What follows belongs to an exercise in optimizing a design on an open flow for small area; a production flow would make more cautious choices. Function was checked by simulation only, so behaviour that the tests miss may differ from the original. The clock cells of runs 4 to 6 come from the design's own scripts or RTL, not from TritonCTS. The flow treats the clock pin as an ideal source. Dropping or thinning the clock tree relies on that and would not hold on a real chip. Power and IR drop assume default switching activity.

### run.sh
#!/bin/bash
# synth_recipe.tcl (not shown) runs the flow's synth.tcl, then flattens the netlist and writes it again
# the make line also repeats each setting of config.mk as NAME=value (left out here)
make -C /OpenROAD-flow-scripts/flow DESIGN_CONFIG=/design/flow/config.mk WORK_HOME=/design/flow/orfs CLKGATE_MAP_FILE= SYNTH_SCRIPT=/design/flow/synth_recipe.tcl finish
### config.mk
export PLATFORM = sky130hd
export DESIGN_NAME = uart_top
export DESIGN_NICKNAME = uart_top
export VERILOG_FILES = /design/flow/design.v
export SDC_FILE = /design/flow/constraint.sdc
export NUM_CORES = 4
export LEC_CHECK = 0
export CAP_MARGIN = 20
export CORE_MARGIN = 2
export CORE_UTILIZATION = 40
export CTS_BUF_LIST = sky130_fd_sc_hd__clkbuf_4 sky130_fd_sc_hd__clkbuf_2
export SLEW_MARGIN = 20
### design.v
module uart_top (
	input clkin,
	input rst_n,
	input rx,
	output tx,
	output [2:0] rgb_led
	);
wire clk = clkin;
localparam T_END  = 13'b1111100011011;
localparam T_HARF = 13'b0101101101100;
localparam T_TERM = 13'b0101100101100;
reg rx1, rx2;
reg s0, s1, s2, s3, s4;
always @(posedge clk or negedge rst_n) begin
	if (~rst_n) begin
		rx1 <= 1'b1;
		rx2 <= 1'b1;
	end else begin
		rx1 <= rx;
		rx2 <= rx1;
	end
end
always @(posedge clk) begin
	s0 <= rx2;
	s1 <= s0;
	s2 <= s1;
	s3 <= s2;
	s4 <= s3;
end
wire edge_rx = ~rx2 & s0;
wire [2:0] bit_cnt = s0 + s1 + s2 + s3 + s4;
wire bit_data = (bit_cnt >= 3'd3);
localparam RX_IDLE = 4'b0000;
localparam RX_ACPT = 4'b0001;    
localparam RX_STAR = 4'b0010;
localparam RX_BIT0 = 4'b0011;
localparam RX_STOP = 4'b1000;
reg [3:0] rx_state;
reg [12:0] sample_cntr;
reg hb;                          
wire sample_trg = (sample_cntr == T_END);
wire rx_idle = (rx_state == RX_IDLE) | (rx_state == RX_ACPT);
wire start_trg = edge_rx & rx_idle;
always @(posedge clk) begin
	if (start_trg)
		sample_cntr <= T_HARF;
	else if (sample_trg)
		sample_cntr <= T_TERM;
	else
		sample_cntr <= {sample_cntr[11:0], sample_cntr[12] ^ sample_cntr[2]};
end
always @(posedge clk or negedge rst_n) begin
	if (~rst_n)
		rx_state <= RX_IDLE;
	else if (rx_idle)
		rx_state <= edge_rx ? RX_STAR : RX_IDLE;
	else if (sample_trg) begin
		if (rx_state == RX_STAR)
			rx_state <= bit_data ? RX_IDLE : RX_BIT0;
		else if (rx_state == RX_BIT0)
			rx_state <= 4'b1001;
		else if (rx_state == RX_STOP)
			rx_state <= bit_data ? RX_ACPT : RX_IDLE;
		else
			rx_state <= {1'b1, rx_state[2:0] + 3'd1};
	end
end
always @(posedge clk) begin
	if (sample_trg)
		hb <= bit_data;
end
reg tx_wten;
reg [2:0] led_value;
always @(posedge clk or negedge rst_n) begin
	if (~rst_n) begin
		tx_wten <= 1'b0;
		led_value <= 3'd0;
	end else begin
		tx_wten <= (rx_state == RX_ACPT);
		if (tx_wten)
			led_value <= led_value + 3'd1;
	end
end
assign rgb_led = led_value;
reg [3:0] wp, rp;
wire empty = (wp == rp);
wire full = (wp[2:0] == rp[2:0]) & (wp[3] ^ rp[3]);
wire tx_wr = tx_wten & ~full;
reg [5:0] ph;
reg [63:0] ring;
always @(posedge clk)
	ph <= ph + 6'd1;
reg [3:0] tv;
wire wen = rx_state[3] & (ph == {wp[2:0], rx_state[2:0]});
always @(posedge clk)
	ring <= {ring[62:0], wen ? hb : ring[63]};
reg [12:0] tx_cycle_cntr;
reg nxt;
reg tx_reg;
wire busy = (tv != 4'd0);
wire cycle_end = (tx_cycle_cntr == T_END);
wire tx_start = ~busy & ~empty;
wire tx_next = busy & cycle_end & (tv != 4'd11);
wire tx_finish = cycle_end & (tv == 4'd11);
always @(posedge clk) begin
	if (tx_start | tx_next)
		tx_cycle_cntr <= T_TERM;
	else
		tx_cycle_cntr <= {tx_cycle_cntr[11:0], tx_cycle_cntr[12] ^ tx_cycle_cntr[2]};
end
always @(posedge clk) begin
	if (ph == {rp[2:0], tv[2:0]})
		nxt <= ring[63];
end
always @(posedge clk or negedge rst_n) begin
	if (~rst_n) begin
		wp <= 4'd0;
		rp <= 4'd0;
		tv <= 4'd0;
		tx_reg <= 1'b1;
	end else begin
		if (tx_wr)
			wp <= wp + 4'd1;
		if (tx_finish)
			rp <= rp + 4'd1;
		if (tx_start)
			tv <= 4'd1;
		else if (tx_finish)
			tv <= 4'd0;
		else if (tx_next)
			tv <= tv + 4'd1;
		if (tx_start)
			tx_reg <= 1'b0;
		else if (tx_next)
			tx_reg <= (tv <= 4'd8) ? nxt : 1'b1;
	end
end
assign tx = tx_reg;
endmodule
### constraint.sdc
create_clock -name core_clock -period 20.8 [get_ports {clkin}]
set_input_delay 4.1600 -clock core_clock [delete_from_list [all_inputs] [get_ports {clkin}]]
set_output_delay 4.1600 -clock core_clock [all_outputs]
set_load 0.01 [all_outputs]
==> impl_metrics.py, run 1 <==
metrics = {
    "yosys": {
        "yosys-top-cells-area": "dfxtp_1 51%, dfrtp_1 13%, ha_1 3.8%",
        "seq_area_frac_synth": 0.672,
        "yosys-top-cells-count": "101 x dfxtp_1, 20 x dfrtp_1, 16 x xnor2_1, 16 x xor2_1, 14 x inv_1",
        "synthCells": 303,
        "synthFlopType": "dfxtp_1",
        "synth_nets": 320,
        "yosysMostFrequentCell": "dfxtp_1",
        "netlist_area_um2": 3960,
        "syn_area_per_cell_um2": 13.1,
        "yosys.area.top_type": "dfxtp_1",
        "ys_ff_latch": 126,
        "synth_top_area_share": 0.511,
        "async_flop_share": 0.183,
        "yosys_warnings": 1,
        "synth.distinct_cells": 51,
        "synth_edf_count": 2,
    },
    "worst_setup_path": {
        "path_cells": "clkdlybuf4s50_1",
        "critPathKind": "flop to output pin",
        "crit_family": "flip-flops",
        "crit_buf_inv": 1,
        "worstPathMaxFanout": 2,
        "worstPathArrival_ps": 1550,
        "crit_path_end_kind": "output pin",
        "cp_slowest_cell": "dfstp_2",
        "start_kind": "flop",
        "cp_slowest_stage_delay_ps": 540,
        "cp.required_ps": 16640,
    },
    "clock_tree": {
        "ctsLongestPathBuffers": 2,
        "htreeDepth": 4,
        "cts_num_sinks": 126,
        "clockRootBuffer": "clkbuf_4",
        "cts_resized": 0,
        "cts_tree": "yes",
        "clk_latency_ps": 490,
        "clk_pin_slew_ps": 120,
        "cts_made_buffers": 17,
        "hold_buffers": 0,
        "post-cts-setup-buffers": 0,
    },
    "sta": {
        "fin_crit_sh": 0.274,
        "timing.fmax_mhz": 175,
        "finClkSkew_ps": 15.5,
        "period_minus_slack_ps": 5710,
        "tightest_slew_ps": 837,
        "slew_viol_final": 0,
        "rsz0062_at_grt": "no",
        "setup_viol": 0,
        "slew_headroom": 0.440,
        "hold_viol": 0,
        "setup_tns_ps": 0,
    },
    "drt": {
        "viasPerCell": 4.41,
        "vias": 2065,
        "first_pass_iters": 4,
        "wire_per_inst_um": 11.4,
        "routed_wl_um": 5330,
        "drt_iter0_markers": 76,
        "antenna_left": 0,
        "drcViolationCount": 0,
    },
    "outcome": {
        "status": "timing/DRC/antenna clean",
    },
    "job": {
        "max_cap_viol_count": 0,
    },
    "grt": {
        "grt_max_degree": 24,
        "grt_pass1_wl_um": 9270,
        "antenna_found_initial": 0,
        "grt_usage": 0.119,
        "overflow": 0,
        "grt_pass1_vias": 2011,
    },
    "placed_design": {
        "place.gp.congestion": 0.779,
        "place_area_um2": 4170,
        "io_buffers": 6,
        "dpl.hpwl_um": 3410,
    },
    "die": {
        "die_y_um": 103,
        "die-area_um2": 10700,
        "io_pins": 7,
        "rows": 36,
        "start_util": 0.409,
        "die_w_um": 103,
        "coreArea_um2": 9680,
    },
    "layout": {
        "largest_reg_flops": 64,
        "finalNetCount": 339,
        "syn_to_final_growth_pct": 12.4,
        "design_area_um2": 4450,
        "diodes": 0,
        "reg_top3": "ring x64, sample_cntr x13, tx_cycle_cntr x13",
        "regMostFlops": "ring",
        "drive_above_1_share": 0.170,
        "fillers": 914,
    },
    "power": {
        "power_mw": 0.413,
        "peakVddDrop_v": 0.0000707,
        "p_leak_nw": 1.97,
        "powerDensity_nw_per_um2": 92.8,
    },
    "worst_hold_path": {
        "hp-class": "flop to flop",
    },
}
[stage by stage]
| step | hold WS (ps) | setup slack, ps | utilization | instances |
|---|---|---|---|---|
| after floorplan | 310 | 16110 | - | 303 |
| after global placement | 312 | 15340 | 0.430 | 435 |
| after detailed placement | 312 | 15270 | 0.430 | 436 |
| after CTS | 332 | 15020 | 0.460 | 468 |
| after global routing | 338 | 14990 | 0.459 | 468 |
| final | 328 | 15090 | 0.459 | 468 |
[worst paths after layout]
| path | from | endpoint | slack [ps] | depth (start not counted) |
|---|---|---|---|---|
| worst max-delay path | tx_reg$_DFFE_PN1P_ | tx | 15090 | 1 |
| worst min-delay path | ring[36]$_DFF_P_ | ring[37]$_DFF_P_ | 330 | 0 |
| worst max register to register | s0$_DFF_P_ | rx_state[1]$_DFFE_PN0P_ | 18350 | 9 |
| worst min register to register | ring[36]$_DFF_P_ | ring[37]$_DFF_P_ | 330 | 0 |
| max in group asynchronous | rst_n | tx_reg$_DFFE_PN1P_ | 16810 | 1 |
| min in group asynchronous | rst_n | rp[3]$_DFFE_PN0P_ | 3620 | 1 |
[layout by cell type (no fill, tap or decap), types with 8 or more instances in the layout]
cell type  netlist  final
and2_1          13     13
clkbuf_4         0     17
nor2_1          10     10
xor2_1          16     16
ha_1            12     12
inv_1           14     14
nand3_1         10     10
dfrtp_1         20     20
nand2b_1         8      8
nand2_1          8      8
xnor2_1         16     16
dfxtp_1        101    101
[power by group]
part | internal, mW | leakage (nW) | switching [mW] | total, mW
clock network | 0.0731 | 0.159 | 0.0914 | 0.165
registers | 0.243 | 1.15 | 0.000337 | 0.244
logic | 0.00176 | 0.665 | 0.00277 | 0.00453
[metal layers]
layer,share of wire,up-vias,track usage,wire (um)
li1,-,1049,-,-
met1,0.53,995,0.156,2840
met2,0.42,16,0.161,2250
met3,0.034,5,0.0585,179
met4,0.011,0,0.0607,57
met5,0,-,0,0
[cell families after synthesis]
group           share of synthesized area
flops                               0.672
compound gates                     0.0503
mux                                0.0139
buf+inv                            0.0209
xor+xnor                           0.0708
simple gates                        0.124
fa+ha+maj                          0.0481
[layout make-up]
cell class / instances / area, um2 / area share
Clock buffer: 17 / 128 / 0.0287
Sequential cell: 126 / 2660 / 0.598
Tap cell: 133 / 166 / 0.0374
Multi-Input combinational cell: 156 / 1220 / 0.274
Clock inverter: 15 / 161 / 0.0363
Timing Repair Buffer: 7 / 60.1 / 0.0135
Inverter: 14 / 52.6 / 0.0118
==> inputs of run 2 (changes only) <==
--- a/design.v
+++ b/design.v
@@ -29,6 +29,8 @@
 end
 wire edge_rx = ~rx2 & s0;
-wire [2:0] bit_cnt = s0 + s1 + s2 + s3 + s4;
-wire bit_data = (bit_cnt >= 3'd3);
+wire m3 = (s0 & s1) | (s2 & (s0 | s1));
+wire o3 = s0 | s1 | s2;
+wire a3 = s0 & s1 & s2;
+wire bit_data = a3 | (m3 & (s3 | s4)) | (o3 & s3 & s4);
 localparam RX_IDLE = 4'b0000;
 localparam RX_ACPT = 4'b0001;    
@@ -63,5 +65,5 @@
 			rx_state <= bit_data ? RX_ACPT : RX_IDLE;
 		else
-			rx_state <= {1'b1, rx_state[2:0] + 3'd1};
+			rx_state <= {1'b1, rx_state[2] ^ (rx_state[1] & rx_state[0]), rx_state[1] ^ rx_state[0], ~rx_state[0]};
 	end
 end
@@ -79,9 +81,12 @@
 		tx_wten <= (rx_state == RX_ACPT);
 		if (tx_wten)
-			led_value <= led_value + 3'd1;
+			led_value <= {led_value[2] ^ (led_value[1] & led_value[0]), led_value[1] ^ led_value[0], ~led_value[0]};
 	end
 end
 assign rgb_led = led_value;
 reg [3:0] wp, rp;
+function [3:0] inc4(input [3:0] a);
+	inc4 = {a[3] ^ (a[2] & a[1] & a[0]), a[2] ^ (a[1] & a[0]), a[1] ^ a[0], ~a[0]};
+endfunction
 wire empty = (wp == rp);
 wire full = (wp[2:0] == rp[2:0]) & (wp[3] ^ rp[3]);
@@ -90,5 +95,5 @@
 reg [63:0] ring;
 always @(posedge clk)
-	ph <= ph + 6'd1;
+	ph <= {ph[4:0], ph[5] ^ ph[4] ^ (ph[4:0] == 5'd0)};
 reg [3:0] tv;
 wire wen = rx_state[3] & (ph == {wp[2:0], rx_state[2:0]});
@@ -121,7 +126,7 @@
 	end else begin
 		if (tx_wr)
-			wp <= wp + 4'd1;
+			wp <= inc4(wp);
 		if (tx_finish)
-			rp <= rp + 4'd1;
+			rp <= inc4(rp);
 		if (tx_start)
 			tv <= 4'd1;
@@ -129,5 +134,5 @@
 			tv <= 4'd0;
 		else if (tx_next)
-			tv <= tv + 4'd1;
+			tv <= inc4(tv);
 		if (tx_start)
 			tx_reg <= 1'b0;
==> flow/run.sh (new file) <==
#!/bin/bash
# Standard ORFS layout with a lighter clock tree: fewer, larger sink clusters
# and no dummy loads.  Each tool's output goes to its own log in this folder.
set -euo pipefail
export CTS_ARGS="-sink_clustering_enable -repair_clock_nets -sink_clustering_size 40 -sink_clustering_max_diameter 200 -buf_list sky130_fd_sc_hd__clkbuf_8 -root_buf sky130_fd_sc_hd__clkbuf_8 -dont_use_dummy_load"
bash standard.sh finish > orfs_make.log 2>&1
==> standard.sh (new file) <==
#!/bin/bash
# synth_recipe.tcl (not shown) runs the flow's synth.tcl, then flattens the netlist and writes it again
# the make line also repeats each setting of config.mk as NAME=value (left out here)
make -C /OpenROAD-flow-scripts/flow DESIGN_CONFIG=/design/flow/config.mk WORK_HOME=/design/flow/orfs CLKGATE_MAP_FILE= SYNTH_SCRIPT=/design/flow/synth_recipe.tcl "${@:-finish}"
--- a/config.mk
+++ b/config.mk
@@ -9,4 +9,3 @@
 export CORE_MARGIN = 2
 export CORE_UTILIZATION = 40
-export CTS_BUF_LIST = sky130_fd_sc_hd__clkbuf_4 sky130_fd_sc_hd__clkbuf_2
 export SLEW_MARGIN = 20
removed: run.sh
==> run 2 against run 1 <==
Net effect:
- wire length down 6.1%
- die area down 5.1%
- critical path depth unchanged
- final cell count down 13%
- worst setup slack better by 100 ps
- sequential cell count unchanged
- clock skew up 6.8 ps
- clock-buffer cell count unchanged
- first-iteration DRC count down 29%
==> impl_metrics.py, run 2 <==
metrics = {
    "yosys": {
        "synth.distinct_cells": 47,
        "syn_area_per_cell_um2": 13.6,
        "yosysMostFrequentCell": "dfxtp_1",
        "yosys.area.top_type": "dfxtp_1",
        "async_flop_share": 0.183,
        "netlist_area_um2": 3750,
        "synth_top_area_share": 0.540,
        "yosys-top-cells-count": "101 x dfxtp_1, 20 x dfrtp_1, 18 x xnor2_1, 12 x nor2_1",
        "synth_nets": 287,
        "synthCells": 275,
        "seq_area_frac_synth": 0.710,
        "synth_edf_count": 2,
        "synthFlopType": "dfxtp_1",
        "ys_ff_latch": 126,
        "yosys-top-cells-area": "dfxtp_1 54%, dfrtp_1 13%, xnor2_1 4.2%",
        "yosys_warnings": 1,
    },
    "grt": {
        "grt_pass1_vias": 1882,
        "grt_max_degree": 24,
        "antenna_found_initial": 0,
        "grt_pass1_wl_um": 8850,
        "grt_usage": 0.116,
        "overflow": 0,
    },
    "worst_setup_path": {
        "worstPathArrival_ps": 1450,
        "crit_path_end_kind": "output pin",
        "cp_slowest_stage_delay_ps": 530,
        "cp_slowest_cell": "clkdlybuf4s50_1",
        "crit_buf_inv": 1,
        "critPathKind": "flop to output pin",
        "worstPathMaxFanout": 2,
        "crit_family": "buffers and inverters",
        "path_cells": "clkdlybuf4s50_1",
        "cp.required_ps": 16640,
        "start_kind": "flop",
    },
    "placed_design": {
        "place.gp.congestion": 0.767,
        "io_buffers": 6,
        "place_area_um2": 3930,
        "post-place-ws_ps": 15340,
        "dpl.hpwl_um": 3080,
    },
    "die": {
        "rows": 35,
        "die_y_um": 101,
        "die-area_um2": 10200,
        "coreArea_um2": 9150,
        "io_pins": 7,
        "die_w_um": 101,
        "start_util": 0.409,
    },
    "drt": {
        "first_pass_iters": 4,
        "routed_wl_um": 5000,
        "drcViolationCount": 0,
        "viasPerCell": 4.61,
        "vias": 1870,
        "drt_iter0_markers": 54,
        "detailroute.wirelength.met2_um": 2020,
        "top_layer": "met4",
        "antenna_left": 0,
        "routed-wl-met3_um": 171,
        "drt-met1-wl_um": 2740,
        "wire_per_inst_um": 12.3,
    },
    "sta": {
        "fin_crit_sh": 0.270,
        "rsz0062_at_grt": "no",
        "tightest_slew_ps": 517,
        "hold_viol": 0,
        "slew_headroom": 0.655,
        "timing.fmax_mhz": 178,
        "setup_viol": 0,
        "slew_viol_final": 0,
        "finClkSkew_ps": 22.3,
        "setup_tns_ps": 0,
        "setup_ws_ps": 15190,
        "period_minus_slack_ps": 5610,
    },
    "clock_tree": {
        "cts_tree": "yes",
        "clk_pin_slew_ps": 60,
        "cts_resized": 0,
        "post-cts-setup-buffers": 0,
        "clk_latency_ps": 400,
        "hold_buffers": 0,
        "cts_made_buffers": 17,
        "ctsLongestPathBuffers": 2,
        "clockRootBuffer": "clkbuf_8",
        "cts_num_sinks": 126,
        "htreeDepth": 4,
    },
    "layout": {
        "regMostFlops": "ring",
        "finalNetCount": 309,
        "diodes": 0,
        "drive_above_1_share": 0.132,
        "final_util": 0.454,
        "layout_commonest_cell": "dfxtp_1",
        "reg_top3": "ring x64, sample_cntr x13, tx_cycle_cntr x13",
        "final_cell_mix": "101 x dfxtp_1, 20 x dfrtp_1, 18 x xnor2_1",
        "largest_reg_flops": 64,
        "design_area_um2": 4160,
        "syn_to_final_growth_pct": 11.0,
    },
    "power": {
        "combPwrFrac": 0.086,
        "power.switching_mw": 0.105,
        "p_sw_frac": 0.225,
        "p_leak_nw": 1.76,
        "peakVddDrop_v": 0.0000625,
        "powerDensity_nw_per_um2": 112,
        "p_int_mw": 0.360,
        "seq_power_share": 0.600,
        "power_frac_clock": 0.314,
    },
    "outcome": {
        "status": "timing/DRC/antenna clean",
    },
    "job": {
        "max_cap_viol_count": 0,
    },
    "worst_hold_path": {
        "hp-class": "flop to flop",
    },
}
run 2: cell types whose count changed after synthesis, sizes merged, moves of 4 or more:
| cell | change |
|---|---|
| inv | -9 |
| xor2 | -4 |
| nand2b | -7 |
| nand3 | -8 |
| or3 | +8 |
run 2: logic make-up (layout without fill, tap and decap cells):
| family | after synthesis | in the layout | share of synthesized area |
|---|---|---|---|
| flip-flops | 126 | 126 | 0.710 |
| AND/OR/NAND/NOR | 72 | 72 | 0.117 |
| XOR/XNOR | 30 | 30 | 0.0721 |
| AO/OA/AOI/OAI | 22 | 22 | 0.0401 |
| adder cells (fa/ha/maj) | 10 | 10 | 0.0327 |
| buffers and inverters | 10 | 30 | 0.0137 |
| multiplexers | 5 | 5 | 0.0147 |
run 2: per-stage QoR:
stage	hold WS [ps]	total power [mW]	instances
finish	310	0.465	406
global route	316	0.489	406
global placement	313	0.323	389
detailed placement	312	0.325	389
CTS	315	0.471	406
floorplan	310	0.314	275
run 2: layout make-up:
type / count / area [um2]
clock buffer: 17 / 234
tap: 111 / 139
inverter: 5 / 18.8
multi-input combinational: 139 / 1030
fill: 831 / 4990
sequential: 126 / 2660
timing repair buffer: 8 / 70.1
run 2: path summary, 6_finish.rpt:
| path | startpoint | endpoint | slack (ps) | cells after the start |
|---|---|---|---|---|
| min in group asynchronous | rst_n | rp[2]$_DFFE_PN0P_ | 3720 | 1 |
| max | tx_reg$_DFFE_PN1P_ | tx | 15190 | 1 |
| min reg2reg | ring[1]$_DFF_P_ | ring[2]$_DFF_P_ | 310 | 0 |
| max in group asynchronous | rst_n | rx1$_DFF_PN1_ | 16700 | 1 |
| min | ring[1]$_DFF_P_ | ring[2]$_DFF_P_ | 310 | 0 |
| max reg2reg | tx_cycle_cntr[2]$_SDFF_PP1_ | tx_cycle_cntr[12]$_SDFF_PP0_ | 19000 | 5 |
run 2: metal layers:
metal / up-vias / track usage
met3: 6 / 0.0479
met5: - / 0
li1: 963 / -
met4: 0 / 0.0727
met2: 23 / 0.152
met1: 878 / 0.158
run 2: power groups by stage:
stage	clock network, mW	logic, mW	registers, mW
6_report	0.146	0.0402	0.279
5_1_grt	0.160	0.0470	0.282
4_1_cts	0.151	0.0410	0.279
3_5_place_dp	0	0.0409	0.284
3_3_place_gp	0	0.0394	0.284
2_1_floorplan	0	0.0337	0.280
==> inputs of run 3 (changes only) <==
==> flow/run.sh (replaced) <==
#!/bin/bash
# Standard ORFS layout with a lighter clock tree: fewer, larger sink clusters
# and no dummy loads.  Each tool's output goes to its own log in this folder.
set -euo pipefail
export CTS_ARGS="-sink_clustering_enable -repair_clock_nets -sink_clustering_size 25 -sink_clustering_max_diameter 150 -buf_list {sky130_fd_sc_hd__clkbuf_4 sky130_fd_sc_hd__clkbuf_8} -root_buf sky130_fd_sc_hd__clkbuf_8 -dont_use_dummy_load"
bash standard.sh finish > orfs_make.log 2>&1
==> run 3 against run 2 <==
Net effect:
- worst hold slack is the same
- first-iteration DRC count is the same
- total power is the same
- sequential cell count is the same
- synthesized cell count is the same
- critical endpoint unchanged
- critical path depth is the same
- register-to-register slack is essentially flat
==> impl_metrics.py, run 3 <==
metrics = {
    "die": {
        "start_util": 0.409,
        "die_w_um": 101,
        "die_y_um": 101,
        "io_pins": 7,
        "rows": 35,
        "die-area_um2": 10200,
        "coreArea_um2": 9150,
    },
    "power": {
        "powerDensity_nw_per_um2": 112,
        "peakVddDrop_v": 0.0000625,
        "p_leak_nw": 1.76,
        "power_mw": 0.465,
    },
    "drt": {
        "detailroute.wirelength.met2_um": 2020,
        "drt-met1-wl_um": 2740,
        "drt_iter0_markers": 54,
        "first_pass_iters": 4,
        "wire_per_inst_um": 12.3,
        "top_layer": "met4",
        "vias": 1870,
        "routed_wl_um": 5000,
        "viasPerCell": 4.61,
        "routed-wl-met3_um": 171,
        "drcViolationCount": 0,
        "antenna_left": 0,
    },
    "clock_tree": {
        "cts_tree": "yes",
        "htreeDepth": 4,
        "ctsLongestPathBuffers": 2,
        "cts_resized": 0,
        "hold_buffers": 0,
        "clockRootBuffer": "clkbuf_8",
        "clk_latency_ps": 400,
        "clk_pin_slew_ps": 60,
        "cts_num_sinks": 126,
        "cts_made_buffers": 17,
        "post-cts-setup-buffers": 0,
    },
    "grt": {
        "grt_pass1_vias": 1882,
        "grt_pass1_wl_um": 8850,
        "overflow": 0,
        "grt_max_degree": 24,
        "antenna_found_initial": 0,
        "grt_usage": 0.116,
    },
    "sta": {
        "setup_tns_ps": 0,
        "tightest_slew_ps": 517,
        "period_minus_slack_ps": 5610,
        "hold_viol": 0,
        "slew_headroom": 0.655,
        "slew_viol_final": 0,
        "rsz0062_at_grt": "no",
        "fin_crit_sh": 0.270,
        "finClkSkew_ps": 22.3,
        "setup_viol": 0,
        "setup_ws_ps": 15190,
        "timing.fmax_mhz": 178,
    },
    "layout": {
        "regMostFlops": "ring",
        "diodes": 0,
        "finalNetCount": 309,
        "final_cell_mix": "101 x dfxtp_1, 20 x dfrtp_1, 18 x xnor2_1",
        "reg_top3": "ring x64, sample_cntr x13, tx_cycle_cntr x13",
        "largest_reg_flops": 64,
        "drive_above_1_share": 0.132,
        "layout_commonest_cell": "dfxtp_1",
        "final_util": 0.454,
        "fin_cells": 406,
        "syn_to_final_growth_pct": 11.0,
    },
    "yosys": {
        "yosys.area.top_type": "dfxtp_1",
        "synth.distinct_cells": 47,
        "yosysMostFrequentCell": "dfxtp_1",
        "seq_area_frac_synth": 0.710,
        "yosys-top-cells-area": "dfxtp_1 54%, dfrtp_1 13%, xnor2_1 4.2%",
        "synthFlopType": "dfxtp_1",
        "yosys_warnings": 1,
        "synth_top_area_share": 0.540,
        "synthCells": 275,
        "synth_nets": 287,
        "syn_area_per_cell_um2": 13.6,
        "yosys-top-cells-count": "101 x dfxtp_1, 20 x dfrtp_1, 18 x xnor2_1, 12 x nor2_1",
        "synth_edf_count": 2,
        "async_flop_share": 0.183,
        "netlist_area_um2": 3750,
        "ys_ff_latch": 126,
    },
    "worst_setup_path": {
        "worstPathArrival_ps": 1450,
        "reg2regPathDepth": 5,
        "cp.required_ps": 16640,
        "crit_buf_inv": 1,
        "worstPathMaxFanout": 2,
        "crit_path_end_kind": "output pin",
        "cp_slowest_stage_delay_ps": 530,
        "critPathKind": "flop to output pin",
        "worst-path-stages": 1,
        "crit_family": "buffers and inverters",
        "reg2reg_slack_ps": 19000,
        "cp-endpoint": "tx",
        "path_cells": "clkdlybuf4s50_1",
        "cp_slowest_cell": "clkdlybuf4s50_1",
        "rr_endpoint": "tx_cycle_cntr[12]$_SDFF_PP0_",
        "critical_path.startpoint": "tx_reg$_DFFE_PN1P_",
        "worstReg2RegStart": "tx_cycle_cntr[2]$_SDFF_PP1_",
        "start_kind": "flop",
    },
    "job": {
        "max_cap_viol_count": 0,
    },
    "outcome": {
        "status": "timing/DRC/antenna clean",
    },
    "placed_design": {
        "place.gp.congestion": 0.767,
        "dpl.hpwl_um": 3080,
        "dp_cells": 389,
        "post-place-ws_ps": 15340,
        "io_buffers": 6,
    },
    "worst_hold_path": {
        "hp-class": "flop to flop",
        "whs_path_depth": 0,
    },
}
run 3: cell counts in the layout (fill, tap and decap cells not counted):
Identical to the previous run, type by type.
run 3: cells by family (layout without fill, tap and decap cells):
logic type	count (synthesis)	after routing	synth area share
AOI/OAI and AO/OA	22	22	0.0401
xor gates and xnor gates	30	30	0.0721
adders and majority gates	10	10	0.0327
buffers and inverters	10	30	0.0137
DFF	126	126	0.710
muxes	5	5	0.0147
and+or+nand+nor	72	72	0.117
run 3: per-stage QoR:
| step | area, um2 | hold WS, ps |
|---|---|---|
| 2_1_floorplan | 3750 | 310 |
| 3_3_place_gp | 3930 | 313 |
| 3_5_place_dp | 3930 | 312 |
| 4_1_cts | 4160 | 315 |
| 5_1_grt | 4160 | 316 |
| 6_report | 4160 | 310 |
run 3: area by class of cell:
type	count	area (um2)
fillers	831	4990
flip-flops and latches	126	2660
multi-input cells	139	1030
clock buffers	17	234
well taps	111	139
repair buffers	8	70.1
inverters	5	18.8
run 3: power by group:
group | total (mW) | internal (mW) | switching [mW]
Sequential | 0.279 | 0.266 | 0.0130
Clock | 0.146 | 0.0717 | 0.0743
Combinational | 0.0402 | 0.0226 | 0.0176
Total | 0.465 | 0.360 | 0.105
run 3: worst min path at each step:
| stage | from | end | slack (ps) |
|---|---|---|---|
| global route | ring[1]$_DFF_P_ | ring[2]$_DFF_P_ | 320 |
| detailed placement | ring[7]$_DFF_P_ | ring[8]$_DFF_P_ | 310 |
| floorplan | ring[9]$_DFF_P_ | ring[10]$_DFF_P_ | 310 |
| finish | ring[1]$_DFF_P_ | ring[2]$_DFF_P_ | 310 |
| global placement | ring[50]$_DFF_P_ | ring[51]$_DFF_P_ | 310 |
| CTS | ring[1]$_DFF_P_ | ring[2]$_DFF_P_ | 320 |
run 3: per-layer routing:
| metal | up-vias | global-route usage |
|---|---|---|
| met5 | - | 0 |
| met4 | 0 | 0.0727 |
| met3 | 6 | 0.0479 |
| met2 | 23 | 0.152 |
| met1 | 878 | 0.158 |
| li1 | 963 | - |
==> inputs of run 4 (changes only) <==
==> flow/run.sh (replaced) <==
#!/bin/bash
# Standard ORFS layout, except that the clock tree is built by flow/cts_step.tcl:
# the clock port drives four clkbuf_16, each placed at the centre of a cluster
# of flip-flops.  Each tool's output goes to a log file of its own here.
set -euo pipefail
bash standard.sh synth floorplan place > orfs_make_to_place.log 2>&1
RES=orfs/results/sky130hd/uart_top/base
export RESULTS=$RES
export LIBFILE=$FLOW_HOME/platforms/sky130hd/lib/sky130_fd_sc_hd__tt_025C_1v80.lib
export PLATFORM_DIR=$FLOW_HOME/platforms/sky130hd
export NLEAF=4 LEAFBUF=sky130_fd_sc_hd__clkbuf_16 ROOTBUF= CLKNET=clkin
openroad -no_init -exit flow/cts_step.tcl > cts_step.log 2>&1
cp $RES/3_place.sdc $RES/4_cts.sdc
bash standard.sh finish > orfs_make_finish.log 2>&1
==> flow/cts_step.tcl (new file) <==
# Replaces ORFS's CTS step: reads the placed design, builds the clock tree
# with mycts.tcl, legalises the placement and writes the CTS step's results.
set res $::env(RESULTS)
read_db $res/3_place.odb
read_liberty $::env(LIBFILE)
read_sdc $res/3_place.sdc
source $::env(PLATFORM_DIR)/setRC.tcl
source [file dirname [info script]]/mycts.tcl
detailed_placement
check_placement -verbose
set_propagated_clock [all_clocks]
estimate_parasitics -placement
report_clock_skew
report_worst_slack -min
report_worst_slack -max
write_db $res/4_1_cts.odb
==> flow/mycts.tcl (new file) <==
# Manual clock tree: the clock port drives NLEAF clock buffers directly, each
# placed at the centre of a k-means cluster of the flip-flops' clock pins.
set K $::env(NLEAF)
set bufname $::env(LEAFBUF)
set block [ord::get_db_block]
set db [ord::get_db]
set master [$db findMaster $bufname]
set clknet [$block findNet $::env(CLKNET)]
set rootnet $clknet
set sinks {}
foreach it [$clknet getITerms] {
  set inst [$it getInst]
  set loc [$inst getLocation]
  lappend sinks [list $it [lindex $loc 0] [lindex $loc 1]]
}
set n [llength $sinks]
puts "clock sinks: $n"
# initial centres: spread along sorted x then y
set sorted [lsort -real -index 1 $sinks]
set cx {}; set cy {}
for {set k 0} {$k < $K} {incr k} {
  set s [lindex $sorted [expr {int(($k + 0.5) * $n / $K)}]]
  lappend cx [lindex $s 1]; lappend cy [lindex $s 2]
}
for {set iter 0} {$iter < 30} {incr iter} {
  set sx [lrepeat $K 0.0]; set sy [lrepeat $K 0.0]; set cnt [lrepeat $K 0]
  set assign {}
  foreach s $sinks {
    set best 0; set bd 1e30
    for {set k 0} {$k < $K} {incr k} {
      set d [expr {abs([lindex $s 1] - [lindex $cx $k]) + abs([lindex $s 2] - [lindex $cy $k])}]
      if {$d < $bd} { set bd $d; set best $k }
    }
    lappend assign $best
    lset sx $best [expr {[lindex $sx $best] + [lindex $s 1]}]
    lset sy $best [expr {[lindex $sy $best] + [lindex $s 2]}]
    lset cnt $best [expr {[lindex $cnt $best] + 1}]
  }
  for {set k 0} {$k < $K} {incr k} {
    if {[lindex $cnt $k] > 0} {
      lset cx $k [expr {[lindex $sx $k] / [lindex $cnt $k]}]
      lset cy $k [expr {[lindex $sy $k] / [lindex $cnt $k]}]
    }
  }
}
puts "cluster sizes: $cnt"
if {[info exists ::env(ROOTBUF)] && $::env(ROOTBUF) ne ""} {
  set rm [$db findMaster $::env(ROOTBUF)]
  set r [odb::dbInst_create $block $rm "clkroot"]
  set mx 0.0; set my 0.0
  for {set k 0} {$k < $K} {incr k} { set mx [expr {$mx + [lindex $cx $k]}]; set my [expr {$my + [lindex $cy $k]}] }
  $r setLocation [expr {int($mx / $K)}] [expr {int($my / $K)}]
  $r setPlacementStatus PLACED
  set rootnet [odb::dbNet_create $block "clknet_root"]
  $rootnet setSigType CLOCK
  foreach mt [$rm getMTerms] {
    set io [$mt getIoType]; set sig [$mt getSigType]
    if {$sig eq "POWER" || $sig eq "GROUND"} { continue }
    if {$io eq "INPUT"} { [$r findITerm [$mt getName]] connect $clknet }
    if {$io eq "OUTPUT"} { [$r findITerm [$mt getName]] connect $rootnet }
  }
}
for {set k 0} {$k < $K} {incr k} {
  set b [odb::dbInst_create $block $master "clkleaf_$k"]
  $b setLocation [expr {int([lindex $cx $k])}] [expr {int([lindex $cy $k])}]
  $b setPlacementStatus PLACED
  set net [odb::dbNet_create $block "clknet_leaf_$k"]
  $net setSigType CLOCK
  foreach mt [$master getMTerms] {
    set io [$mt getIoType]
    set sig [$mt getSigType]
    if {$sig eq "POWER" || $sig eq "GROUND"} { continue }
    if {$io eq "INPUT"} { [$b findITerm [$mt getName]] connect $rootnet }
    if {$io eq "OUTPUT"} { [$b findITerm [$mt getName]] connect $net }
  }
  set i 0
  foreach s $sinks {
    if {[lindex $assign $i] == $k} {
      set it [lindex $s 0]
      $it disconnect
      $it connect $net
    }
    incr i
  }
}
$clknet setSigType CLOCK
--- a/config.mk
+++ b/config.mk
@@ -8,4 +8,4 @@
 export CAP_MARGIN = 20
 export CORE_MARGIN = 2
-export CORE_UTILIZATION = 40
+export CORE_UTILIZATION = 60
 export SLEW_MARGIN = 20
==> run 4 against run 3 <==
Net effect:
- still clean
- final area fell by 4.3%
- total power fell by 12%
- worst hold slack improved by 27 ps
- largest cell class unchanged
==> impl_metrics.py, run 4 <==
metrics = {
    "yosys": {
        "yosys.area.top_type": "dfxtp_1",
        "yosys-top-cells-area": "dfxtp_1 54%, dfrtp_1 13%, xnor2_1 4.2%",
        "synth_edf_count": 2,
        "synthFlopType": "dfxtp_1",
        "synth_nets": 287,
        "yosys_warnings": 1,
        "async_flop_share": 0.183,
        "synth.distinct_cells": 47,
        "synthCells": 275,
        "ys_ff_latch": 126,
        "yosysMostFrequentCell": "dfxtp_1",
        "seq_area_frac_synth": 0.710,
        "netlist_area_um2": 3750,
        "yosys-top-cells-count": "101 x dfxtp_1, 20 x dfrtp_1, 18 x xnor2_1, 12 x nor2_1",
        "synth_top_area_share": 0.540,
        "syn_area_per_cell_um2": 13.6,
    },
    "drt": {
        "routed_wl_um": 4870,
        "vias": 1851,
        "viasPerCell": 5.18,
        "drcViolationCount": 0,
        "antenna_left": 0,
        "wire_per_inst_um": 13.6,
        "drt_iter0_markers": 60,
        "first_pass_iters": 4,
    },
    "placed_design": {
        "io_buffers": 6,
        "place.gp.congestion": 0.779,
        "post-place-ws_ps": 15330,
        "dpl.hpwl_um": 3170,
        "dp_cells": 353,
    },
    "layout": {
        "regMostFlops": "ring",
        "final_cell_mix": "101 x dfxtp_1, 20 x dfrtp_1, 18 x xnor2_1",
        "finalNetCount": 296,
        "fin_cells": 357,
        "syn_to_final_growth_pct": 6.18,
        "reg_top3": "ring x64, sample_cntr x13, tx_cycle_cntr x13",
        "largest_reg_flops": 64,
        "diodes": 0,
        "layout_commonest_cell": "dfxtp_1",
        "drive_above_1_share": 0.0922,
    },
    "worst_setup_path": {
        "critical_path.startpoint": "tx_reg$_DFFE_PN1P_",
        "worstPathArrival_ps": 1210,
        "crit_buf_inv": 1,
        "path_cells": "clkdlybuf4s50_1",
        "worstPathMaxFanout": 2,
        "worst-path-stages": 1,
        "cp_slowest_stage_delay_ps": 540,
        "cp_slowest_cell": "dfstp_2",
        "crit_family": "flip-flops",
        "start_kind": "flop",
        "reg2reg_slack_ps": 18950,
        "reg2regPathDepth": 6,
        "crit_path_end_kind": "output pin",
        "cp.required_ps": 16640,
        "worstReg2RegStart": "rx_state[0]$_DFFE_PN0P_",
        "critPathKind": "flop to output pin",
        "rr_endpoint": "sample_cntr[10]$_SDFF_PP0_",
        "cp-endpoint": "tx",
    },
    "power": {
        "peakVddDrop_v": 0.000110,
        "powerDensity_nw_per_um2": 103,
        "power_frac_clock": 0.222,
        "p_sw_frac": 0.209,
        "p_leak_nw": 1.69,
        "power.switching_mw": 0.0855,
        "combPwrFrac": 0.099,
        "seq_power_share": 0.679,
        "p_int_mw": 0.324,
    },
    "sta": {
        "rsz0062_at_grt": "no",
        "setup_tns_ps": 0,
        "setup_ws_ps": 15430,
        "period_minus_slack_ps": 5370,
        "timing.fmax_mhz": 186,
        "setup_viol": 0,
        "fin_crit_sh": 0.258,
        "finClkSkew_ps": 15.3,
        "hold_viol": 0,
        "slew_headroom": 0.653,
        "slew_viol_final": 0,
        "tightest_slew_ps": 520,
    },
    "grt": {
        "grt_max_degree": 38,
        "overflow": 0,
        "grt_usage": 0.143,
        "grt_pass1_vias": 1815,
        "antenna_found_initial": 0,
        "grt_pass1_wl_um": 8580,
    },
    "die": {
        "die-area_um2": 6890,
        "io_pins": 7,
        "rows": 28,
        "coreArea_um2": 5990,
        "die_y_um": 83.0,
        "die_w_um": 83.0,
        "start_util": 0.626,
    },
    "clock_tree": {
        "clk_pin_slew_ps": 120,
        "clk_latency_ps": 170,
    },
    "outcome": {
        "status": "timing/DRC/antenna clean",
    },
    "worst_hold_path": {
        "hp-class": "flop to flop",
    },
    "job": {
        "max_cap_viol_count": 0,
    },
}
## run 4: cell counts after synthesis
Identical to the previous run, type by type.
## run 4: worst min path at each step
stage	start	endpoint	slack (ps)	depth (start not counted)
after global routing	ring[41]$_DFF_P_	ring[42]$_DFF_P_	340	0
after detailed placement	ring[53]$_DFF_P_	ring[54]$_DFF_P_	310	0
after floorplan	ring[9]$_DFF_P_	ring[10]$_DFF_P_	310	0
final	ring[12]$_DFF_P_	ring[13]$_DFF_P_	340	0
after global placement	ring[62]$_DFF_P_	ring[63]$_DFF_P_	310	0
## run 4: cell families after synthesis
kind of cell,after synthesis,share of synthesized area
flops,126,0.710
simple gates,72,0.117
xor+xnor,30,0.0721
compound gates,22,0.0401
buf+inv,10,0.0137
fa+ha+maj,10,0.0327
mux,5,0.0147
## run 4: final cells by class
type | count | area, um2
Inverter | 5 | 18.8
Sequential cell | 126 | 2660
Fill cell | 445 | 2010
Buffer | 4 | 100
Timing Repair Buffer | 8 | 70.1
Multi-Input combinational cell | 139 | 1030
Tap cell | 75 | 93.8
## run 4: metrics by stage
stage / utilization / hold slack, ps / total power [mW] / instance area, um2
6_report: 0.664 / 337 / 0.409 / 3980
3_5_place_dp: 0.648 / 312 / 0.324 / 3880
2_1_floorplan: - / 310 / 0.314 / 3750
5_1_grt: 0.664 / 345 / 0.429 / 3980
3_3_place_gp: 0.648 / 310 / 0.323 / 3880
## run 4: power by group through the flow
| stage | clock (mW) | combinational [mW] | sequential [mW] |
|---|---|---|---|
| global route | 0.100 | 0.0473 | 0.282 |
| floorplan | 0 | 0.0337 | 0.280 |
| global placement | 0 | 0.0395 | 0.284 |
| finish | 0.0908 | 0.0404 | 0.278 |
| detailed placement | 0 | 0.0406 | 0.284 |
## run 4: per-layer routing
metal,up-vias,wire length [um],track usage
met5,-,0,0
met4,0,55,0.0164
met3,6,93,0.00994
met2,17,2210,0.241
met1,892,2510,0.211
li1,936,-,-
==> inputs of run 5 (changes only) <==
--- a/config.mk
+++ b/config.mk
@@ -8,4 +8,4 @@
 export CAP_MARGIN = 20
 export CORE_MARGIN = 2
-export CORE_UTILIZATION = 60
+export CORE_UTILIZATION = 40
 export SLEW_MARGIN = 20
==> run 5 against run 4 <==
Net effect:
- combinational power shrank 1%
- global-route usage decreased by 4.5 points
- first-iteration DRC count increased by 18%
- total power is 0.17% higher
- worst hold slack worse by 6.5 ps
- final area up 1.1%
- register-to-register slack better by 20 ps
- synthesized area did not move
- synthesized cell count did not move
- largest cell class unchanged
==> impl_metrics.py, run 5 <==
metrics = {
    "outcome": {
        "status": "timing/DRC/antenna clean",
    },
    "sta": {
        "slew_headroom": 0.657,
        "finClkSkew_ps": 11.4,
        "setup_viol": 0,
        "hold_slack_ps": 330,
        "timing.fmax_mhz": 186,
        "period_minus_slack_ps": 5390,
        "fin_crit_sh": 0.259,
        "slew_viol_final": 0,
        "rsz0062_at_grt": "no",
        "tightest_slew_ps": 514,
        "setup_tns_ps": 0,
        "hold_viol": 0,
    },
    "worst_setup_path": {
        "worst-path-stages": 1,
        "reg2reg_slack_ps": 18970,
        "cp.required_ps": 16640,
        "critical_path.startpoint": "tx_reg$_DFFE_PN1P_",
        "worstPathMaxFanout": 2,
        "path_cells": "clkdlybuf4s50_1",
        "start_kind": "flop",
        "critPathKind": "flop to output pin",
        "crit_buf_inv": 1,
        "crit_path_end_kind": "output pin",
        "worstPathArrival_ps": 1230,
        "cp_slowest_stage_delay_ps": 540,
        "cp-endpoint": "tx",
        "cp_slowest_cell": "dfstp_2",
        "worstReg2RegStart": "tx_cycle_cntr[2]$_SDFF_PP1_",
        "rr_endpoint": "tx_cycle_cntr[7]$_SDFF_PP0_",
        "reg2regPathDepth": 5,
        "crit_family": "flip-flops",
    },
    "yosys": {
        "seq_area_frac_synth": 0.710,
        "synth_edf_count": 2,
        "ys_ff_latch": 126,
        "synth_nets": 287,
        "netlist_area_um2": 3750,
        "synthFlopType": "dfxtp_1",
        "yosysMostFrequentCell": "dfxtp_1",
        "synthCells": 275,
        "async_flop_share": 0.183,
        "synth.distinct_cells": 47,
        "yosys-top-cells-count": "101 x dfxtp_1, 20 x dfrtp_1, 18 x xnor2_1, 12 x nor2_1",
        "yosys-top-cells-area": "dfxtp_1 54%, dfrtp_1 13%, xnor2_1 4.2%",
        "syn_area_per_cell_um2": 13.6,
        "synth_top_area_share": 0.540,
        "yosys_warnings": 1,
        "yosys.area.top_type": "dfxtp_1",
    },
    "die": {
        "start_util": 0.409,
        "die_y_um": 101,
        "die-area_um2": 10200,
        "die_w_um": 101,
        "coreArea_um2": 9150,
        "rows": 35,
        "io_pins": 7,
    },
    "drt": {
        "vias": 1828,
        "drt_iter0_markers": 71,
        "routed_wl_um": 4710,
        "viasPerCell": 4.65,
        "wire_per_inst_um": 12.0,
        "antenna_left": 0,
        "first_pass_iters": 4,
        "drcViolationCount": 0,
    },
    "layout": {
        "fillers": 837,
        "syn_to_final_growth_pct": 7.38,
        "diodes": 0,
        "regMostFlops": "ring",
        "reg_top3": "ring x64, sample_cntr x13, tx_cycle_cntr x13",
        "regArea_um2": 2660,
        "multiInputGateArea_um2": 1030,
        "drive_above_1_share": 0.0922,
        "largest_reg_flops": 64,
        "layout_commonest_cell": "dfxtp_1",
        "final_cell_mix": "101 x dfxtp_1, 20 x dfrtp_1, 18 x xnor2_1",
        "finalNetCount": 296,
    },
    "worst_hold_path": {
        "hp-class": "flop to flop",
        "whs_path_depth": 0,
    },
    "placed_design": {
        "io_buffers": 6,
        "dpl.hpwl_um": 3080,
        "place.gp.congestion": 0.767,
    },
    "grt": {
        "antenna_found_initial": 0,
        "grt_usage": 0.0979,
        "grt_max_degree": 36,
        "grt_pass1_vias": 1760,
        "overflow": 0,
        "grt_pass1_wl_um": 8470,
    },
    "clock_tree": {
        "clk_latency_ps": 170,
        "clk_pin_slew_ps": 110,
    },
    "job": {
        "max_cap_viol_count": 0,
    },
    "power": {
        "p_leak_nw": 1.69,
        "power_frac_clock": 0.224,
        "seq_power_share": 0.679,
        "combPwrFrac": 0.098,
        "p_int_mw": 0.324,
        "p_sw_frac": 0.210,
        "peakVddDrop_v": 0.0000683,
        "powerDensity_nw_per_um2": 102,
        "power.switching_mw": 0.0862,
    },
}
==> run 5: logic make-up after synthesis <==
| group | Yosys count | synth area share |
|---|---|---|
| flip-flops | 126 | 0.710 |
| AND/OR/NAND/NOR | 72 | 0.117 |
| XOR/XNOR | 30 | 0.0721 |
| AO/OA/AOI/OAI | 22 | 0.0401 |
| buffers and inverters | 10 | 0.0137 |
| adder cells (fa/ha/maj) | 10 | 0.0327 |
| multiplexers | 5 | 0.0147 |
==> run 5: power groups by stage <==
stage | combinational [mW] | sequential (mW) | clock [mW]
2_1_floorplan | 0.0337 | 0.280 | 0
3_3_place_gp | 0.0394 | 0.284 | 0
3_5_place_dp | 0.0409 | 0.284 | 0
5_1_grt | 0.0467 | 0.281 | 0.104
6_report | 0.0400 | 0.278 | 0.0917
==> run 5: layout make-up <==
type	count	share of cell area
Sequential cell	126	0.661
Multi-Input combinational cell	139	0.257
Tap cell	111	0.0345
Buffer	4	0.0249
Timing Repair Buffer	8	0.0174
Inverter	5	0.00466
==> run 5: per-layer routing <==
metal | wire length, um | GRT usage | up-vias
met2 | 1880 | 0.147 | 23
met1 | 2620 | 0.157 | 859
met3 | 117 | 0.00763 | 8
met4 | 93 | 0.0137 | 0
met5 | 0 | 0 | -
li1 | - | - | 938
==> run 5: how the worst min path moves through the flow <==
stage                             endpoint             start
after floorplan           ring[10]$_DFF_P_   ring[9]$_DFF_P_
after global placement    ring[51]$_DFF_P_  ring[50]$_DFF_P_
after detailed placement   ring[8]$_DFF_P_   ring[7]$_DFF_P_
after global routing       ring[2]$_DFF_P_   ring[1]$_DFF_P_
final                      ring[2]$_DFF_P_   ring[1]$_DFF_P_
==> run 5: metrics by stage <==
step	power, mW	cells	setup slack [ps]	area [um2]	util
5_1_grt	0.432	393	15360	4020	0.440
3_5_place_dp	0.325	389	15340	3930	0.429
6_report	0.410	393	15410	4020	0.440
3_3_place_gp	0.323	389	15350	3930	0.429
2_1_floorplan	0.314	275	16110	3750	-
==> inputs of run 6 (changes only) <==
--- a/flow/cts_step.tcl
+++ b/flow/cts_step.tcl
@@ -7,4 +7,11 @@
 source $::env(PLATFORM_DIR)/setRC.tcl
 source [file dirname [info script]]/mycts.tcl
+# the port buffers: the smallest buffer is enough for one pin or the output load
+foreach inst [[ord::get_db_block] getInsts] {
+  if {[regexp {^(input|output)[0-9]+$} [$inst getName]] &&
+      [[$inst getMaster] getName] eq "sky130_fd_sc_hd__clkdlybuf4s50_1"} {
+    replace_cell [get_cells [$inst getName]] sky130_fd_sc_hd__buf_1
+  }
+}
 detailed_placement
 check_placement -verbose
--- a/config.mk
+++ b/config.mk
@@ -6,6 +6,6 @@
 export NUM_CORES = 4
 export LEC_CHECK = 0
-export CAP_MARGIN = 20
+export CAP_MARGIN = 0
 export CORE_MARGIN = 2
 export CORE_UTILIZATION = 40
-export SLEW_MARGIN = 20
+export SLEW_MARGIN = 0
==> run 6 against run 5 <==
Net effect:
- core utilization fell by 0.34 points
- wire length rose by 0.19%
- synthesized cell count did not move
- clock power barely moved
- first-iteration DRC count fell by 18%
- worst setup slack improved by 380 ps
- worst hold slack barely moved
- register-to-register slack barely moved
- combinational power barely moved
- die area did not move
- largest power group unchanged
- highest routed layer unchanged
==> impl_metrics.py, run 6 <==
metrics = {
    "outcome": {
        "status": "timing/DRC/antenna clean",
    },
    "worst_setup_path": {
        "path_cells": "buf_1",
        "crit_path_end_kind": "output pin",
        "start_kind": "flop",
        "worst-path-stages": 1,
        "crit_buf_inv": 1,
        "critPathKind": "flop to output pin",
        "cp_slowest_stage_delay_ps": 540,
        "reg2regPathDepth": 5,
        "crit_family": "flip-flops",
        "worstPathArrival_ps": 850,
        "cp.required_ps": 16640,
        "cp_slowest_cell": "dfstp_2",
        "worstPathMaxFanout": 2,
    },
    "drt": {
        "wire_per_inst_um": 12.0,
        "drcViolationCount": 0,
        "drt_iter0_markers": 58,
        "first_pass_iters": 4,
        "viasPerCell": 4.64,
        "vias": 1822,
        "routed_wl_um": 4720,
        "antenna_left": 0,
    },
    "yosys": {
        "synth_edf_count": 2,
        "synth.distinct_cells": 47,
        "yosys_warnings": 1,
        "yosys-top-cells-area": "dfxtp_1 54%, dfrtp_1 13%, xnor2_1 4.2%",
        "yosys-top-cells-count": "101 x dfxtp_1, 20 x dfrtp_1, 18 x xnor2_1, 12 x nor2_1",
        "netlist_area_um2": 3750,
        "synth_nets": 287,
        "async_flop_share": 0.183,
        "synthCells": 275,
        "synth_top_area_share": 0.540,
        "ys_ff_latch": 126,
        "seq_area_frac_synth": 0.710,
        "yosys.area.top_type": "dfxtp_1",
        "syn_area_per_cell_um2": 13.6,
        "synthFlopType": "dfxtp_1",
        "yosysMostFrequentCell": "dfxtp_1",
    },
    "layout": {
        "layout_commonest_cell": "dfxtp_1",
        "largest_reg_flops": 64,
        "final_cell_mix": "101 x dfxtp_1, 20 x dfrtp_1, 18 x xnor2_1",
        "regMostFlops": "ring",
        "drive_above_1_share": 0.0922,
        "reg_top3": "ring x64, sample_cntr x13, tx_cycle_cntr x13",
        "syn_to_final_growth_pct": 6.54,
        "diodes": 0,
        "finalNetCount": 296,
    },
    "die": {
        "die_w_um": 101,
        "die_y_um": 101,
        "coreArea_um2": 9150,
        "rows": 35,
        "start_util": 0.409,
        "io_pins": 7,
        "die-area_um2": 10200,
    },
    "grt": {
        "grtUsageMet1": 0.158,
        "grt_pass1_wl_um": 8500,
        "grt.met3_usage": 0.00763,
        "antenna_found_initial": 0,
        "grt.met2_usage": 0.147,
        "grt_max_degree": 36,
        "overflow": 0,
        "grt_pass1_vias": 1763,
        "grt-busiest-layer": "met1",
        "grt_usage": 0.0982,
    },
    "job": {
        "max_cap_viol_count": 0,
    },
    "sta": {
        "setup_viol": 0,
        "setup_ws_ps": 15790,
        "fin_crit_sh": 0.241,
        "timing.fmax_mhz": 200,
        "hold_viol": 0,
        "rsz0062_at_grt": "no",
        "tightest_slew_ps": 578,
        "period_minus_slack_ps": 5010,
        "slew_headroom": 0.615,
        "finClkSkew_ps": 11.3,
        "slew_viol_final": 0,
        "setup_tns_ps": 0,
    },
    "power": {
        "p_leak_nw": 1.68,
        "powerDensity_nw_per_um2": 103,
        "peakVddDrop_v": 0.0000683,
    },
    "placed_design": {
        "place.gp.congestion": 0.767,
        "post-place-ws_ps": 15340,
        "dpl.hpwl_um": 3080,
        "io_buffers": 6,
    },
    "worst_hold_path": {
        "hp-class": "flop to flop",
        "whs_path_depth": 0,
    },
    "clock_tree": {
        "clk_pin_slew_ps": 110,
        "clk_latency_ps": 170,
    },
}
run 6: cell counts after synthesis:
Identical to the previous run, type by type.
run 6: cell type report:
type	instances	area (um2)
buffer	4	100
multi-input combinational	139	1030
fill	842	5160
sequential	126	2660
tap	111	139
inverter	5	18.8
timing repair buffer	8	38.8
run 6: final timing paths:
| check | endpoint | slack [ps] | start |
|---|---|---|---|
| worst max-delay path | tx | 15790 | tx_reg$_DFFE_PN1P_ |
| worst min-delay path | ring[2]$_DFF_P_ | 330 | ring[1]$_DFF_P_ |
| worst max register to register | tx_cycle_cntr[7]$_SDFF_PP0_ | 18970 | tx_cycle_cntr[2]$_SDFF_PP1_ |
| worst min register to register | ring[2]$_DFF_P_ | 330 | ring[1]$_DFF_P_ |
| max in group asynchronous | rx1$_DFF_PN1_ | 16450 | rst_n |
| min in group asynchronous | wp[3]$_DFFE_PN0P_ | 3970 | rst_n |
run 6: layer usage:
metal,up-vias,wire length (um)
met2,23,1880
met1,855,2620
li1,936,-
met4,0,93
met5,-,0
met3,8,122
run 6: worst reg2reg max path, stage by stage, from the launching register on:
cell and delay, ps:
dfxtp_1 350, nand4bb_1 200, nor4_2 370, o21a_1 450, nor2_1 180, and2_1 190
run 6: kinds of logic (layout without fill, tap and decap cells):
group,Yosys count,after routing,share of synthesized area
compound gates,22,22,0.0401
flops,126,126,0.710
simple gates,72,72,0.117
fa+ha+maj,10,10,0.0327
buf+inv,10,17,0.0137
xor+xnor,30,30,0.0721
mux,5,5,0.0147
run 6: power by group:
group          internal, mW  total [mW]  switching [mW]
Combinational        0.0224      0.0399          0.0175
Sequential            0.266       0.278          0.0128
Clock                0.0357      0.0917          0.0560
run 6: metrics by stage:
step / instances / util / power, mW / hold WS [ps] / instance area [um2]
3_3_place_gp: 389 / 0.429 / 0.323 / 313 / 3930
6_report: 393 / 0.436 / 0.410 / 330 / 3990
3_5_place_dp: 389 / 0.429 / 0.325 / 312 / 3930
2_1_floorplan: 275 / - / 0.314 / 310 / 3750
5_1_grt: 393 / 0.436 / 0.432 / 330 / 3990

==> afterwards: timing with drivers on the ports <==
In the flow no input, the clock included, has a driving cell. The finished layouts below were timed again as built, in two steps.
Step 1: set_driving_cell puts a clkbuf_16 on clkin and a buf_2 on each other input, an assumption about the parent block.
Step 2, shift: input delay + t, output delay - t, t = (earliest + latest rising clock arrival at the registers) / 2. This alone moves slack from input paths to output paths.
a / b / c = no drivers / after step 1 / after step 2; a / b = the first two.
run	t, ns	setup slack, ns	worst setup path at the end	worst data-port slew with drivers (ns)	pins driven straight from the clock port
run 1	0.513	15.094 / 15.066 / 15.579	register to output	0.03	1
run 2	0.424	15.194 / 15.165 / 15.589	register to output	0.03	1
run 3	0.424	15.194 / 15.165 / 15.589	register to output	0.03	1
run 4	0.233	15.426 / 15.356 / 15.590	register to output	0.03	4
run 5	0.237	15.413 / 15.340 / 15.577	register to output	0.03	4
run 6	0.237	15.791 / 15.718 / 15.955	register to output	0.03	4
After both steps setup and hold are still met in every run listed.
